This is an optimization exercise on Yosys and OpenROAD, whose aim is small area, not a production implementation.
Function was checked by simulation only, so behaviour that the tests miss may differ from the original.
No activity file was given, so power comes from the tool's default toggle rates.

Design uart_top, start of the top module:
module uart_top(
    input  logic i_clk,
    input  logic i_rst_n,  
    input  logic        i_rx_en,
    input  logic        i_tx_en,
    input  logic [ 1:0] i_width_sel,
    input  logic [ 2:0] i_parity_sel,
    input  logic        i_stop_sel,
    input  logic [23:0] i_baud_rate_value,
    output logic o_tx_fifo_full,
    output logic o_rx_data_avail,
    output logic o_e_overrun_flag,
    output logic o_e_parity_flag,
    output logic o_e_frame_flag,
    input  logic i_load_uart,
    input  logic i_store_uart,
    input  logic i_rx_serial,
    output logic o_tx_serial,
    input  logic [7:0] i_trans_data,
    output logic [7:0] o_receive_data
);
==> flow/config.mk <==
export PLATFORM = sky130hd
export DESIGN_NAME = uart_top
export DESIGN_NICKNAME = uart_top
export VERILOG_FILES = /design/flow/design.v
export SDC_FILE = /design/flow/constraint.sdc
export NUM_CORES = 4
export LEC_CHECK = 0
export CAP_MARGIN = 20
export CORE_MARGIN = 2
export CORE_UTILIZATION = 70
export CTS_CLUSTER_DIAMETER = 100
export CTS_CLUSTER_SIZE = 30
export SLEW_MARGIN = 20
export SYNTH_HIERARCHICAL = 1
==> flow/constraint.sdc <==
create_clock -name core_clock -period 5.0 [get_ports {i_clk}]
set_input_delay 1.0000 -clock core_clock [delete_from_list [all_inputs] [get_ports {i_clk}]]
set_output_delay 1.0000 -clock core_clock [all_outputs]
set_load 0.01 [all_outputs]
standard.sh (not shown) runs the stock make flow with config.mk's settings and CLKGATE_MAP_FILE= SYNTH_SCRIPT=/design/flow/synth_recipe.tcl, a recipe that flattens the netlist after the stock synthesis.
==> flow/flow/run.sh <==
#!/bin/bash
# The standard layout, with plain buf_1 cells as the port buffers.
set -euo pipefail
bash standard.sh "BUFFER_PORTS_ARGS=-buffer_cell sky130_fd_sc_hd__buf_1" finish > orfs_make.log 2>&1
==> next run, changes <==
==> flow/flow/run.sh (replaced) <==
#!/bin/bash
# The standard layout, with plain buf_1 cells as the port buffers and
# power recovery (gate downsizing on paths with slack) after global routing.
set -euo pipefail
bash standard.sh "BUFFER_PORTS_ARGS=-buffer_cell sky130_fd_sc_hd__buf_1" RECOVER_POWER=100 finish > orfs_make.log 2>&1
This time the run ran to the end with violations: capacitance limit, slew limit.
Flip-flop and latch count stays the same.
Area after synthesis does not change.
Sequential power stays flat.
Worst setup slack is about the same.
Via count grows slightly.
Routed wire length barely changes.
Total power barely changes.
Global-route usage does not change.
Register-to-register slack stays flat.

* * *

Setup of v42:
The RTL this note starts from:
==> flow/design.v <==
module fifo_rows #(
  parameter DEPTH = 16,
  parameter WIDTH = 8
)(
  input  logic i_clk,
  input  logic [DEPTH - 1:0] i_hold,
  input  logic [DEPTH - 1:0] i_shift,
  input  logic [DEPTH - 1:0] i_load,
  input  logic [WIDTH - 1:0] i_data,
  output logic [WIDTH - 1:0] o_head
);
  logic [WIDTH - 1:0] mem [DEPTH];
  always_ff @(posedge i_clk) begin: proc_rows
    for (int i = 0; i < DEPTH; i++) begin
      if (i == DEPTH - 1)
        mem[i] <= ~(({WIDTH{i_hold[i]}} & mem[i]) |
                    ({WIDTH{i_load[i]}} & i_data));
      else
        mem[i] <= ~(({WIDTH{i_hold[i]}}  & mem[i]) |
                    ({WIDTH{i_shift[i]}} & mem[i + 1]) |
                    ({WIDTH{i_load[i]}}  & i_data));
    end
  end
  assign o_head = mem[0];
endmodule
module fifo_select (
    input  logic        i_pop,
    input  logic        i_pop_n,    
    input  logic [16:0] i_free,     
    output logic [15:0] o_hold,
    output logic [15:0] o_shift,
    output logic [15:0] o_load
);
    always_comb begin
        for (int i = 0; i < 16; i++) begin
            o_hold[i]  = ~(i_pop | i_free[i]);
            o_shift[i] = ~(i_pop_n | i_free[i + 1]);
        end
    end
    fifo_nor nor_load (.i_a(o_hold), .i_b(o_shift), .o_y(o_load));
endmodule
module fifo_nor (
    input  logic [15:0] i_a,
    input  logic [15:0] i_b,
    output logic [15:0] o_y
);
    assign o_y = ~(i_a | i_b);
endmodule
module uart_top(
    input  logic i_clk,
    input  logic i_rst_n,  
    input  logic        i_rx_en,
    input  logic        i_tx_en,
    input  logic [ 1:0] i_width_sel,
    input  logic [ 2:0] i_parity_sel,
    input  logic        i_stop_sel,
    input  logic [23:0] i_baud_rate_value,
    output logic o_tx_fifo_full,
    output logic o_rx_data_avail,
    output logic o_e_overrun_flag,
    output logic o_e_parity_flag,
    output logic o_e_frame_flag,
    input  logic i_load_uart,
    input  logic i_store_uart,
    input  logic i_rx_serial,
    output logic o_tx_serial,
    input  logic [7:0] i_trans_data,
    output logic [7:0] o_receive_data
);
    localparam [2:0] IDLE   = 3'b000,
                     START  = 3'b001,
                     DATA   = 3'b011,
                     PARITY = 3'b111,
                     STOP_I = 3'b110,
                     STOP_II= 3'b100;
    logic [23:0] baud_count_n;
    logic [24:0] baud_ones;    
    logic        baud_tick;
    assign baud_ones[0] = 1'b1;
    for (genvar i = 0; i < 24; i++) begin: g_baud
        assign baud_ones[i + 1] = baud_ones[i] & baud_count_n[i];
    end
    assign baud_tick = &baud_count_n;    
    always_ff @(posedge i_clk) begin: proc_baud
        if (~i_rst_n | baud_tick) baud_count_n <= ~i_baud_rate_value;
        else                      baud_count_n <= baud_count_n ^ baud_ones[23:0];
    end
    logic phase;
    always_ff @(posedge i_clk, negedge i_rst_n) begin: proc_phase
        if (~i_rst_n) phase <= 1'b0;
        else          phase <= ~phase;
    end
    logic [4:0]  rx_count, tx_count;
    logic [16:0] rx_free, tx_free;       
    logic        rx_push, rx_pop, tx_push, tx_pop;
    logic        rx_empty, tx_empty, rx_up, rx_dn, tx_up, tx_dn;
    assign rx_empty        = (rx_count == '0);
    assign tx_empty        = (tx_count == '0);
    assign o_rx_data_avail = ~rx_empty;
    assign o_tx_fifo_full  = tx_count[4];
    assign rx_up = rx_push & ~rx_count[4] & ~(rx_pop & ~rx_empty);
    assign rx_dn = rx_pop & ~rx_empty & ~(rx_push & ~rx_count[4]);
    assign tx_up = tx_push & ~tx_count[4] & ~(tx_pop & ~tx_empty);
    assign tx_dn = tx_pop & ~tx_empty & ~(tx_push & ~tx_count[4]);
    always_ff @(posedge i_clk, negedge i_rst_n) begin: proc_counts
        if (~i_rst_n) begin
            rx_count <= '0;
            tx_count <= '0;
        end else begin
            rx_count <= rx_count + {{4{rx_dn}}, rx_up | rx_dn};
            tx_count <= tx_count + {{4{tx_dn}}, tx_up | tx_dn};
        end
    end
    always_comb begin
        for (int i = 0; i <= 16; i++) begin
            rx_free[i] = (rx_count <= i);
            tx_free[i] = (tx_count <= i);
        end
    end
    logic [15:0] rx_hold, rx_shift, rx_load, tx_hold, tx_shift, tx_load;
    fifo_select rx_select (
        .i_pop(rx_pop),
        .i_pop_n(~rx_pop),
        .i_free(rx_free),
        .o_hold(rx_hold),
        .o_shift(rx_shift),
        .o_load(rx_load)
    );
    fifo_select tx_select (
        .i_pop(tx_pop),
        .i_pop_n(~tx_pop),
        .i_free(tx_free),
        .o_hold(tx_hold),
        .o_shift(tx_shift),
        .o_load(tx_load)
    );
    logic [9:0] rx_entry_x, rx_head_x;
    logic [7:0] tx_head_x;
    fifo_rows #(.DEPTH(16), .WIDTH(10)) rx_rows (
        .i_clk(i_clk),
        .i_hold(rx_hold),
        .i_shift(rx_shift),
        .i_load(rx_load),
        .i_data(rx_entry_x),
        .o_head(rx_head_x)
    );
    fifo_rows #(.DEPTH(16), .WIDTH(8)) tx_rows (
        .i_clk(i_clk),
        .i_hold(tx_hold),
        .i_shift(tx_shift),
        .i_load(tx_load),
        .i_data(i_trans_data ^ {8{phase}}),
        .o_head(tx_head_x)
    );
    assign {o_e_frame_flag, o_e_parity_flag, o_receive_data} = rx_head_x ^ {10{phase}};
    assign tx_push = i_store_uart;
    assign rx_pop  = i_load_uart;
    logic [2:0] tx_state, tx_state_n;
    logic [3:0] tx_counter;
    logic [2:0] tx_index;
    logic       tx_xor;
    logic       tx_bit_end, tx_last_bit, tx_data_bit;
    assign tx_bit_end  = baud_tick & (tx_counter == 4'd15);
    assign tx_last_bit = (tx_index == {1'b1, i_width_sel});
    assign tx_data_bit = tx_head_x[tx_index] ^ phase;
    always_comb begin
        tx_state_n = tx_state;
        tx_pop     = 1'b0;
        case (tx_state)
            IDLE:    if (i_tx_en & ~tx_empty) tx_state_n = START;
            START:   if (tx_bit_end) tx_state_n = DATA;
            DATA:    if (tx_bit_end & tx_last_bit) tx_state_n = i_parity_sel[2] ? PARITY : STOP_I;
            PARITY:  if (tx_bit_end) tx_state_n = STOP_I;
            STOP_I:  if (tx_bit_end) begin
                         tx_state_n = i_stop_sel ? STOP_II : IDLE;
                         tx_pop     = ~i_stop_sel;
                     end
            STOP_II: if (tx_bit_end) begin
                         tx_state_n = IDLE;
                         tx_pop     = 1'b1;
                     end
            default: tx_state_n = IDLE;
        endcase
    end
    always_ff @(posedge i_clk, negedge i_rst_n) begin: proc_tx_state
        if (~i_rst_n) tx_state <= IDLE;
        else          tx_state <= tx_state_n;
    end
    always_ff @(posedge i_clk) begin: proc_tx_datapath
        tx_counter <= (tx_state == IDLE) ? 4'd0 : tx_counter + baud_tick;
        tx_index <= (tx_state != DATA) ? 3'd0 : tx_index + tx_bit_end;
        if (tx_state == START)                  tx_xor <= 1'b0;
        else if (tx_state == DATA & tx_bit_end) tx_xor <= tx_xor ^ tx_data_bit;
    end
    always_comb begin: proc_tx_out
        case (tx_state)
            START  : o_tx_serial = 1'b0;
            DATA   : o_tx_serial = tx_data_bit;
            PARITY : o_tx_serial = i_parity_sel[1] ? i_parity_sel[0] : (tx_xor ^ i_parity_sel[0]);
            default: o_tx_serial = 1'b1;
        endcase
    end
    logic rx_buffer_1, rx_buffer_2, rx_in, rx_sync_en;
    assign rx_sync_en = i_rx_en & i_rst_n;
    always_ff @(posedge i_clk) begin: proc_rx_sync
        rx_buffer_1 <= ~rx_sync_en | i_rx_serial;
        rx_buffer_2 <= ~rx_sync_en | rx_buffer_1;
        rx_in       <= ~rx_sync_en | rx_buffer_2;
    end
    logic [2:0] rx_state, rx_state_n;
    logic [3:0] rx_counter;
    logic [2:0] rx_index;
    logic       rx_parity;
    logic [7:0] rx_data_x;    
    logic       rx_bit_end, rx_last_bit;
    assign rx_bit_end  = baud_tick & (rx_counter == 4'd15);
    assign rx_last_bit = (rx_index == {1'b1, i_width_sel});
    always_comb begin
        rx_state_n = rx_state;
        rx_push    = 1'b0;
        case (rx_state)
            IDLE:    if (~rx_buffer_2 & rx_in) rx_state_n = START;
            START:   if (rx_bit_end) rx_state_n = rx_in ? IDLE : DATA;
            DATA:    if (rx_bit_end & rx_last_bit) rx_state_n = i_parity_sel[2] ? PARITY : STOP_I;
            PARITY:  if (rx_bit_end) rx_state_n = STOP_I;
            STOP_I:  if (rx_bit_end) begin
                         rx_state_n = (i_stop_sel & rx_in) ? STOP_II : IDLE;
                         rx_push    = ~i_stop_sel | ~rx_in;
                     end
            STOP_II: if (rx_bit_end) begin
                         rx_state_n = IDLE;
                         rx_push    = 1'b1;
                     end
            default: rx_state_n = IDLE;
        endcase
    end
    always_ff @(posedge i_clk, negedge i_rst_n) begin: proc_rx_state
        if (~i_rst_n) begin
            rx_state         <= IDLE;
            o_e_overrun_flag <= 1'b0;
        end else begin
            rx_state         <= rx_state_n;
            o_e_overrun_flag <= rx_count[4] & (o_e_overrun_flag | rx_push);
        end
    end
    always_ff @(posedge i_clk) begin: proc_rx_datapath
        rx_counter <= (rx_state == IDLE) ? 4'd8 : rx_counter + baud_tick;
        rx_index <= (rx_state != DATA) ? 3'd0 : rx_index + rx_bit_end;
        for (int i = 0; i < 8; i++)
            rx_data_x[i] <= ~((rx_state == DATA & rx_bit_end & rx_index == i) ? (rx_in ^ phase) : rx_data_x[i]);
        if (rx_state == START) rx_parity <= 1'b0;
        else if (rx_bit_end & ((rx_state == DATA & ~i_parity_sel[1]) | rx_state == PARITY))
            rx_parity <= rx_parity ^ rx_in;
    end
    assign rx_entry_x = {~rx_in ^ phase,
                         (i_parity_sel[2] & (rx_parity ^ i_parity_sel[0])) ^ phase,
                         (&i_width_sel) ? rx_data_x[7] : phase,
                         i_width_sel[1] ? rx_data_x[6] : phase,
                         (|i_width_sel) ? rx_data_x[5] : phase,
                         rx_data_x[4:0]};
endmodule
Settings: LEC_CHECK=0, CAP_MARGIN=20, CORE_MARGIN=2, CORE_UTILIZATION=70, CTS_CLUSTER_DIAMETER=100, CTS_CLUSTER_SIZE=30, SLEW_MARGIN=20, SYNTH_HIERARCHICAL=1; clock period 5.0 ns.
==> flow/flow/run.sh <==
#!/bin/bash
# The standard layout, with:
#  - plain buf_1 cells as the port buffers,
#  - a clock tree of clkbuf_8 cells over clusters of up to 18 flip-flops,
#    a clkbuf_4 root and no dummy loads,
#  - power recovery (downsizing gates on paths with slack) after global
#    routing, followed by another slew/capacitance repair (flow/post_grt.tcl).
set -euo pipefail
HERE=$(cd "$(dirname "$0")" && pwd)
CTS="-sink_clustering_enable -repair_clock_nets -dont_use_dummy_load"
CTS="$CTS -sink_clustering_size 18 -sink_clustering_max_diameter 70"
CTS="$CTS -root_buf sky130_fd_sc_hd__clkbuf_4 -sink_clustering_buffer sky130_fd_sc_hd__clkbuf_8"
bash standard.sh "BUFFER_PORTS_ARGS=-buffer_cell sky130_fd_sc_hd__buf_1" "CTS_ARGS=$CTS" \
  RECOVER_POWER=100 "POST_GLOBAL_ROUTE_TCL=$HERE/post_grt.tcl" finish > orfs_make.log 2>&1
==> flow/flow/post_grt.tcl <==
# Runs at the end of ORFS's global route step (POST_GLOBAL_ROUTE_TCL), after
# power recovery has downsized gates on paths with slack: repair the
# max-slew / max-capacitance limits again, then legalise and reroute the
# nets that changed.
global_route -start_incremental
repair_design_helper
detailed_placement
global_route -end_incremental -congestion_report_file $::env(REPORTS_DIR)/congestion_post_grt_hook.rpt
estimate_parasitics -global_routing
repair_timing_helper
global_route -start_incremental
detailed_placement
global_route -end_incremental -congestion_report_file $::env(REPORTS_DIR)/congestion_post_grt_hook2.rpt
estimate_parasitics -global_routing
write_guides $::env(RESULTS_DIR)/route.guide
diff inputs: v42 => v49
--- a/flow/config.mk
+++ b/flow/config.mk
@@ -9,6 +9,4 @@
 export CORE_MARGIN = 2
 export CORE_UTILIZATION = 70
-export CTS_CLUSTER_DIAMETER = 100
-export CTS_CLUSTER_SIZE = 30
 export SLEW_MARGIN = 20
 export SYNTH_HIERARCHICAL = 1
==> results.txt <==
- v49: PASS, flow complete, no timing, DRC or antenna violations
- v49 against v42: combinational power has remained practically unchanged; count of clock-buffer cells in the layout has remained practically unchanged; power share of the clock group has remained practically unchanged; share of the final layout cell area in sequential cells has remained practically unchanged; via count has remained practically unchanged.
- Reported for v42 and v49, met1 track utilization from global routing turned out identical to the last digit.
- On number of global-route vias before repair, v49 tracks v42 almost exactly.
- v49 -> v42: post-route standard cell area excluding fillers delta 0, exact match
[inputs] v25 vs v49
--- a/flow/config.mk
+++ b/flow/config.mk
@@ -8,5 +8,6 @@
 export CAP_MARGIN = 20
 export CORE_MARGIN = 2
-export CORE_UTILIZATION = 70
+export CORE_UTILIZATION = 80
+export PLACE_DENSITY = 0.9
 export SLEW_MARGIN = 20
 export SYNTH_HIERARCHICAL = 1
Findings:
Every run (v25 and v49) finished clean. Diff v49..v25 | synthesized cell count | unchanged. Wire length of the first global-routing pass (lower): v49. Between v25 and v49, the clock transition at the registers of the reported paths figures differ only marginally. v49 → v25: worst setup timing slack at the placement stage -0.014 ns; share of cell area taken by multi-input logic gates increased 0.23 points; combinational power went up; pin count of the biggest net entering global routing down 39%; buffering overhead moved down.

port drivers added, routing unchanged:
Ports are ideal in the flow. The routed layouts listed here were re-timed in OpenROAD. Step 1 assumes that a clkbuf_16 drives the clock port and a buf_2 every other input. Step 2, shift: input delay + t, output delay - t, t = (earliest + latest rising clock arrival at the registers) / 2. This alone moves slack from input paths to output paths. Three values: ideal, step 1, step 2; two values: the first two.
run	t (ns)	setup WS [ns]	latest minus earliest clock arrival (ns)
the first run of note 1	0.542	0.313 / 0.313 / 0.313	0.016 / 0.015
the second run of note 1	0.540	0.315 / 0.315 / 0.315	0.015 / 0.015
v42	0.722	0.276 / 0.276 / 0.276	0.028 / 0.029
v49	0.722	0.276 / 0.276 / 0.276	0.028 / 0.029
v25	0.739	0.290 / 0.290 / 0.290	0.031 / 0.030
